From an optimization exercise on the open Yosys and OpenROAD flow, aimed at small area and a short achievable clock period; shortcuts taken in it are not production practice.
Function was checked by simulation only, so behaviour that the tests miss may differ from the original.
Power and IR drop assume default switching activity. The flow treats the clock pin as an ideal source, which a real chip does not have.

build 62:
// finall
module finall (
    input wire load_memory,
    input wire [31:0] instr_mem_input,
    input wire [31:0] data_mem_input,
    input wire [7:0] mem_addr_select_instr,
    input wire [7:0] mem_addr_select_data,
    input wire clk,
    input wire reset,
    input wire rst,
    output wire [7:0] pc_out,
    output wire rf_we,
    output wire [4:0] rf_waddr,
    output wire [31:0] rf_wdata,
    output wire dm_we,
    output wire [7:0] dm_addr,
    output wire [31:0] dm_wdata
);
Size in the first run: about 9500 cells after synthesis, roughly 4600 flip-flops, roughly 170 I/O pins, roughly 0.17 mm2 of cells after synthesis.
Settings: LEC_CHECK=0, CAP_MARGIN=20, CORE_MARGIN=2, CORE_UTILIZATION=55, SETUP_SLACK_MARGIN=2.0, SLEW_MARGIN=20; clock period 32.0 ns.
standard.sh (not shown) runs the stock make flow with config.mk's settings and CLKGATE_MAP_FILE= SYNTH_SCRIPT=/design/flow/synth_recipe.tcl, a recipe that flattens the netlist after the stock synthesis.
==> flow/flow/run.sh <==
#!/bin/bash
# Layout flow: the ORFS flow with
#  - the standard flow's synthesis script, except that abc maps with flow/abc_area.script
#    (area-oriented; flip-flops are mapped before abc, so they are the standard ones),
#  - timing repair aiming at a larger setup slack than the standard margin,
#  - port buffers of a fixed cell (sky130_fd_sc_hd__buf_4),
#  - the pins of load_memory and dm_we (joined by a gate) placed side by side,
#  - clock-tree sinks clustered more widely, without dummy loads.
# Each step's full log is in orfs/logs/; this script's own output in flow_*.log.
set -euo pipefail
W=$(pwd)
export MY_ABC_SCRIPT="$W/flow/abc_area.script"
KNOBS=(
  "SETUP_SLACK_MARGIN=19.3"
  "BUFFER_PORTS_ARGS=-buffer_cell sky130_fd_sc_hd__buf_4"
  "PLACE_PINS_ARGS=-group_pins {load_memory dm_we}"
  "CTS_ARGS=-sink_clustering_enable -repair_clock_nets -dont_use_dummy_load -sink_clustering_size 28 -sink_clustering_max_diameter 90"
)
make -C "$FLOW_HOME" DESIGN_CONFIG="$W/config.mk" WORK_HOME="$W/orfs" CLKGATE_MAP_FILE= \
  SYNTH_SCRIPT="$W/flow/synth.tcl" "${KNOBS[@]}" synth > "$W/flow_synth.log" 2>&1
make -C "$FLOW_HOME" DESIGN_CONFIG="$W/config.mk" WORK_HOME="$W/orfs" CLKGATE_MAP_FILE= \
  SYNTH_SCRIPT="$W/flow/synth.tcl" "${KNOBS[@]}" finish > "$W/flow_layout.log" 2>&1
R="$W/orfs/results/$FLOW_PLATFORM/finall/base"
: # left out here: write the final layout as DEF
==> flow/flow/abc_area.script <==
&get -n
&st
&syn2
&dch
&nf -R 1000 -p
&put
topo
stime -c
==> flow/flow/synth.tcl <==
# The standard flow's synthesis script (synth_recipe.tcl) with one change: Yosys's abc
# call uses flow/abc_area.script, an area-oriented mapping, in place of
# ORFS's abc_speed.script. Registers are mapped before abc and are the same.
proc synth {args} { yosys synth -nofsm -noshare {*}$args }
proc abc {args} {
  set i [lsearch -exact $args -script]
  if {$i >= 0} { set args [lreplace $args [expr {$i + 1}] [expr {$i + 1}] $::env(MY_ABC_SCRIPT)] }
  yosys abc {*}$args
}
source $::env(SCRIPTS_DIR)/synth.tcl
# left out here: clear keep_hierarchy, flatten, clean up, hide names made inside functions, write 1_2_yosys.v
--- input diff build 62..build 98 ---
==> flow/flow/run.sh <==
#!/bin/bash
# Layout flow: the standard ORFS flow (standard synthesis unchanged), with
#  - timing repair aiming at a larger setup slack than the standard margin,
#  - port buffers of a fixed cell (sky130_fd_sc_hd__buf_4),
#  - the pins of load_memory and dm_we (joined by a gate) placed side by side,
#  - clock-tree sinks clustered more widely, without dummy loads.
# Each step's full log is in orfs/logs/; this script's own output in flow_*.log.
set -euo pipefail
W=$(pwd)
KNOBS=(
  "SETUP_SLACK_MARGIN=19"
  "BUFFER_PORTS_ARGS=-buffer_cell sky130_fd_sc_hd__buf_4"
  "PLACE_PINS_ARGS=-group_pins {load_memory dm_we}"
  "CTS_ARGS=-sink_clustering_enable -repair_clock_nets -dont_use_dummy_load -sink_clustering_size 25 -sink_clustering_max_diameter 80"
)
bash standard.sh synth > "$W/flow_synth.log" 2>&1
make -C "$FLOW_HOME" DESIGN_CONFIG="$W/config.mk" WORK_HOME="$W/orfs" CLKGATE_MAP_FILE= \
  SYNTH_SCRIPT="$W/synth_recipe.tcl" "${KNOBS[@]}" finish > "$W/flow_layout.log" 2>&1
R="$W/orfs/results/$FLOW_PLATFORM/finall/base"
: # left out here: write the final layout as DEF
removed: flow/flow/abc_area.script
removed: flow/flow/synth.tcl
--- outcome ---
- Build 98 finished all stages; the layout is clean.
- Measured against each other, build 62 and build 98 differ in instance count of the mapped netlist, the lower figure coming from build 62.
- Build 98 vs build 62, global-route usage over all layers went up by 9.4 points.
- Combinational power on build 98 is up relative to build 62.
#### Input delta (build 20 over build 98)
Settings: CORE_UTILIZATION: 55 -> 72.
==> flow/flow/run.sh <==
#!/bin/bash
# Layout flow: the ORFS flow with
#  - the standard flow's synthesis script, except that abc maps with flow/abc_area.script
#    (area-oriented; flip-flops are mapped before abc, so they are the standard ones),
#  - timing repair aiming at a larger setup slack than the standard margin,
#  - port buffers of a fixed cell (sky130_fd_sc_hd__buf_4),
#  - the pins of load_memory and dm_we (joined by a gate) placed side by side,
#  - clock-tree sinks clustered more widely, without dummy loads.
# Each step's full log is in orfs/logs/; this script's own output in flow_*.log.
set -euo pipefail
W=$(pwd)
export MY_ABC_SCRIPT="$W/flow/abc_area.script"
KNOBS=(
  "SETUP_SLACK_MARGIN=19"
  "BUFFER_PORTS_ARGS=-buffer_cell sky130_fd_sc_hd__buf_4"
  "PLACE_PINS_ARGS=-group_pins {load_memory dm_we}"
  "CTS_ARGS=-sink_clustering_enable -repair_clock_nets -dont_use_dummy_load -sink_clustering_size 25 -sink_clustering_max_diameter 80"
)
make -C "$FLOW_HOME" DESIGN_CONFIG="$W/config.mk" WORK_HOME="$W/orfs" CLKGATE_MAP_FILE= \
  SYNTH_SCRIPT="$W/flow/synth.tcl" "${KNOBS[@]}" synth > "$W/flow_synth.log" 2>&1
make -C "$FLOW_HOME" DESIGN_CONFIG="$W/config.mk" WORK_HOME="$W/orfs" CLKGATE_MAP_FILE= \
  SYNTH_SCRIPT="$W/flow/synth.tcl" "${KNOBS[@]}" finish > "$W/flow_layout.log" 2>&1
R="$W/orfs/results/$FLOW_PLATFORM/finall/base"
: # left out here: write the final layout as DEF
==> flow/flow/abc_area.script (new file) <==
&get -n
&st
&syn2
&dch
&nf -R 1000 -p
&put
topo
stime -c
==> flow/flow/synth.tcl (new file) <==
# The standard flow's synthesis script (synth_recipe.tcl) with one change: Yosys's abc
# call uses flow/abc_area.script, an area-oriented mapping, in place of
# ORFS's abc_speed.script. Registers are mapped before abc and are the same.
proc synth {args} { yosys synth -nofsm -noshare {*}$args }
proc abc {args} {
  set i [lsearch -exact $args -script]
  if {$i >= 0} { set args [lreplace $args [expr {$i + 1}] [expr {$i + 1}] $::env(MY_ABC_SCRIPT)] }
  yosys abc {*}$args
}
source $::env(SCRIPTS_DIR)/synth.tcl
# left out here: clear keep_hierarchy, flatten, clean up, hide names made inside functions, write 1_2_yosys.v
--- outcome ---
Build 98: full flow OK, the timing, DRC and antenna checks passed
Per the final summary, build 20 finished and its layout is clean on timing, DRC and antenna.
Register fraction of the total cell area ended up 2.9 points higher on build 20 than on build 98.
Looking at slowest stage cell on the critical path, the buf_6 result is from build 20; the buf_16 one comes from build 98.
Synthesized cell count: build 20 < build 98
Build 20 gives less setup slack than build 98 did.
Clock period minus final worst setup slack: build 20 higher than build 98
What build 37 does differently from build 20 at the input level:
Settings: CORE_UTILIZATION: 72 -> 65.
-- flow/flow/run.sh --
<<< build 20, line 4
#    (area-oriented; flip-flops are mapped before abc, so they are the standard ones),
#  - timing repair aiming at a larger setup slack than the standard margin,
#  - port buffers of a fixed cell (sky130_fd_sc_hd__buf_4),
#  - the pins of load_memory and dm_we (joined by a gate) placed side by side,
#  - clock-tree sinks clustered more widely, without dummy loads.
>>> build 37, line 4
#    (area-oriented; flip-flops are mapped before abc, so they are the standard ones),
#  - timing repair aiming at a larger setup slack than the standard margin,
#  - port buffers of a fixed cell (sky130_fd_sc_hd__buf_2),
#  - the pins of load_memory and dm_we (joined by a gate) placed side by side,
#  - clock-tree sinks clustered more widely, without dummy loads.
<<< build 20, line 13
KNOBS=(
  "SETUP_SLACK_MARGIN=19"
  "BUFFER_PORTS_ARGS=-buffer_cell sky130_fd_sc_hd__buf_4"
  "PLACE_PINS_ARGS=-group_pins {load_memory dm_we}"
  "CTS_ARGS=-sink_clustering_enable -repair_clock_nets -dont_use_dummy_load -sink_clustering_size 25 -sink_clustering_max_diameter 80"
>>> build 37, line 13
KNOBS=(
  "SETUP_SLACK_MARGIN=19"
  "BUFFER_PORTS_ARGS=-buffer_cell sky130_fd_sc_hd__buf_2"
  "PLACE_PINS_ARGS=-group_pins {load_memory dm_we}"
  "CTS_ARGS=-sink_clustering_enable -repair_clock_nets -dont_use_dummy_load -sink_clustering_size 25 -sink_clustering_max_diameter 80"
Results
Delta (build 37 minus build 20): area taken by multi-input logic gates saw an increase, worst path setup slack after routing saw a decrease, signed area change from the synthesized netlist to the final layout saw an increase, top fanout value on the critical path saw an increase.

========
finall again, from the RTL that the note above started with.
Settings: LEC_CHECK=0, CAP_MARGIN=20, CORE_MARGIN=2, CORE_UTILIZATION=65, SETUP_SLACK_MARGIN=2.0, SLEW_MARGIN=20; clock period 32.0 ns.
==> flow/flow/run.sh <==
#!/bin/bash
# Layout flow: the ORFS flow with
#  - the standard flow's synthesis script, except that abc maps with flow/abc_area.script
#    (area-oriented; flip-flops are mapped before abc, so they are the standard ones),
#  - timing repair aiming at a larger setup slack than the standard margin,
#  - port buffers of a fixed cell (sky130_fd_sc_hd__buf_4),
#  - the pins of load_memory and dm_we (joined by a gate) placed side by side,
#  - clock-tree sinks clustered more widely, without dummy loads.
# Each step's full log is in orfs/logs/; this script's own output in flow_*.log.
set -euo pipefail
W=$(pwd)
export MY_ABC_SCRIPT="$W/flow/abc_area.script"
KNOBS=(
  "SETUP_SLACK_MARGIN=19"
  "BUFFER_PORTS_ARGS=-buffer_cell sky130_fd_sc_hd__buf_4"
  "PLACE_PINS_ARGS=-group_pins {load_memory dm_we}"
  "CTS_ARGS=-sink_clustering_enable -repair_clock_nets -dont_use_dummy_load -sink_clustering_size 25 -sink_clustering_max_diameter 80"
)
make -C "$FLOW_HOME" DESIGN_CONFIG="$W/config.mk" WORK_HOME="$W/orfs" CLKGATE_MAP_FILE= \
  SYNTH_SCRIPT="$W/flow/synth.tcl" "${KNOBS[@]}" synth > "$W/flow_synth.log" 2>&1
make -C "$FLOW_HOME" DESIGN_CONFIG="$W/config.mk" WORK_HOME="$W/orfs" CLKGATE_MAP_FILE= \
  SYNTH_SCRIPT="$W/flow/synth.tcl" "${KNOBS[@]}" finish > "$W/flow_layout.log" 2>&1
R="$W/orfs/results/$FLOW_PLATFORM/finall/base"
: # left out here: write the final layout as DEF
==> flow/flow/abc_area.script <==
&get -n
&st
&syn2
&dch
&nf -R 1000 -p
&put
topo
stime -c
==> flow/flow/synth.tcl <==
# The standard flow's synthesis script (synth_recipe.tcl) with one change: Yosys's abc
# call uses flow/abc_area.script, an area-oriented mapping, in place of
# ORFS's abc_speed.script. Registers are mapped before abc and are the same.
proc synth {args} { yosys synth -nofsm -noshare {*}$args }
proc abc {args} {
  set i [lsearch -exact $args -script]
  if {$i >= 0} { set args [lreplace $args [expr {$i + 1}] [expr {$i + 1}] $::env(MY_ABC_SCRIPT)] }
  yosys abc {*}$args
}
source $::env(SCRIPTS_DIR)/synth.tcl
# left out here: clear keep_hierarchy, flatten, clean up, hide names made inside functions, write 1_2_yosys.v
Edit:
==> flow/flow/run.sh (replaced) <==
#!/bin/bash
# Layout flow: the standard ORFS flow (standard synthesis unchanged), with
#  - timing repair aiming at a larger setup slack than the standard margin,
#  - port buffers of a fixed cell (sky130_fd_sc_hd__buf_4),
#  - clock-tree sinks clustered more widely, without dummy loads.
# Each step's full log is in orfs/logs/; this script's own output in flow_*.log.
set -euo pipefail
W=$(pwd)
KNOBS=(
  "SETUP_SLACK_MARGIN=18.5"
  "BUFFER_PORTS_ARGS=-buffer_cell sky130_fd_sc_hd__buf_4"
  "CTS_ARGS=-sink_clustering_enable -repair_clock_nets -dont_use_dummy_load -sink_clustering_size 30 -sink_clustering_max_diameter 100"
)
bash standard.sh synth > "$W/flow_synth.log" 2>&1
make -C "$FLOW_HOME" DESIGN_CONFIG="$W/config.mk" WORK_HOME="$W/orfs" CLKGATE_MAP_FILE= \
  SYNTH_SCRIPT="$W/synth_recipe.tcl" "${KNOBS[@]}" finish > "$W/flow_layout.log" 2>&1
R="$W/orfs/results/$FLOW_PLATFORM/finall/base"
: # left out here: write the final layout as DEF
- CORE_UTILIZATION: 65 -> 55
removed: flow/flow/abc_area.script
removed: flow/flow/synth.tcl
What happened:
- non-clock buffer count went up by 168
- routed wire length increases by a quarter to a third
- setup slack loses 0.53 ns
- combinational power came out higher by well over a third
- utilization went down by 12 points
- die area grows by about a fifth
- sequential power hardly moves
- critical path depth goes up by 12
Edit:
--- a/flow/flow/run.sh
+++ b/flow/flow/run.sh
@@ -2 +2,3 @@
-# Layout flow: the standard ORFS flow (standard synthesis unchanged), with
+# Layout flow: the ORFS flow with
+#  - the standard flow's synthesis script, except that abc maps with flow/abc_area.script
+#    (area-oriented; flip-flops are mapped before abc, so they are the standard ones),
@@ -4,0 +7 @@
+#  - the pins of load_memory and dm_we (joined by a gate) placed side by side,
@@ -8,0 +12 @@
+export MY_ABC_SCRIPT="$W/flow/abc_area.script"
@@ -10 +14 @@
-  "SETUP_SLACK_MARGIN=18.5"
+  "SETUP_SLACK_MARGIN=19"
@@ -12 +16,2 @@
-  "CTS_ARGS=-sink_clustering_enable -repair_clock_nets -dont_use_dummy_load -sink_clustering_size 30 -sink_clustering_max_diameter 100"
+  "PLACE_PINS_ARGS=-group_pins {load_memory dm_we}"
+  "CTS_ARGS=-sink_clustering_enable -repair_clock_nets -dont_use_dummy_load -sink_clustering_size 25 -sink_clustering_max_diameter 80"
@@ -14 +18,0 @@
-bash standard.sh synth > "$W/flow_synth.log" 2>&1
@@ -16 +20,3 @@
-  SYNTH_SCRIPT="$W/synth_recipe.tcl" "${KNOBS[@]}" finish > "$W/flow_layout.log" 2>&1
+  SYNTH_SCRIPT="$W/flow/synth.tcl" "${KNOBS[@]}" synth > "$W/flow_synth.log" 2>&1
+make -C "$FLOW_HOME" DESIGN_CONFIG="$W/config.mk" WORK_HOME="$W/orfs" CLKGATE_MAP_FILE= \
+  SYNTH_SCRIPT="$W/flow/synth.tcl" "${KNOBS[@]}" finish > "$W/flow_layout.log" 2>&1
==> flow/flow/abc_area.script (new file) <==
&get -n
&st
&syn2
&dch
&nf -R 1000 -p
&put
topo
stime -c
==> flow/flow/synth.tcl (new file) <==
# The standard flow's synthesis script (synth_recipe.tcl) with one change: Yosys's abc
# call uses flow/abc_area.script, an area-oriented mapping, in place of
# ORFS's abc_speed.script. Registers are mapped before abc and are the same.
proc synth {args} { yosys synth -nofsm -noshare {*}$args }
proc abc {args} {
  set i [lsearch -exact $args -script]
  if {$i >= 0} { set args [lreplace $args [expr {$i + 1}] [expr {$i + 1}] $::env(MY_ABC_SCRIPT)] }
  yosys abc {*}$args
}
source $::env(SCRIPTS_DIR)/synth.tcl
# left out here: clear keep_hierarchy, flatten, clean up, hide names made inside functions, write 1_2_yosys.v
Power fell by 16%.
Sequential power stays flat.
Wire length went down by 22%.
Via count went down by 13%.
Sequential share of layout area is higher by 1.7 points.
Area after synthesis is lower by 4.0%.
Synthesized cell count went down by 12%.
Worst setup slack gets better by 0.50 ns.
Non-clock buffer count drops by 142.
Die area went down by 4.0%.

## afterwards: timing with drivers on the ports
In the flow no input, the clock included, has a driving cell. The finished layouts below were timed again as built, in two steps. Step 1 (the two cells are an assumption about what drives the block):
set clk [get_ports {clk}]
set_driving_cell -lib_cell sky130_fd_sc_hd__clkbuf_16 $clk
set_driving_cell -lib_cell sky130_fd_sc_hd__buf_2 [delete_from_list [all_inputs] $clk]
Step 2 also shifts input and output timing later by t, the mid clock arrival at the registers, as if the neighbouring blocks saw the same clock. Three values: ideal, step 1, step 2; two values: the first two.
run | t, ns | slack for setup (ns) | worst setup path at the end
build 62 | 1.016 | 18.606 / 18.404 / 18.017 | input to register
build 98 | 1.058 | 18.921 / 18.497 / 17.827 | input to register
build 20 | 1.042 | 18.901 / 18.829 / 17.945 | input to register
build 37 | 1.044 | 18.845 / 18.768 / 17.725 | input to register
the first run of note 2 | 0.999 | 18.920 / 18.821 / 18.073 | input to register
the second run of note 2 | 1.037 | 18.391 / 18.276 / 17.775 | input to register
the third run of note 2 | 1.026 | 18.894 / 18.798 / 18.060 | input to register
After both steps every run listed still meets setup and hold. For build 37, which loses most, drivers alone change the setup slack by -0.077 ns; drivers and shift together by -1.120 ns.
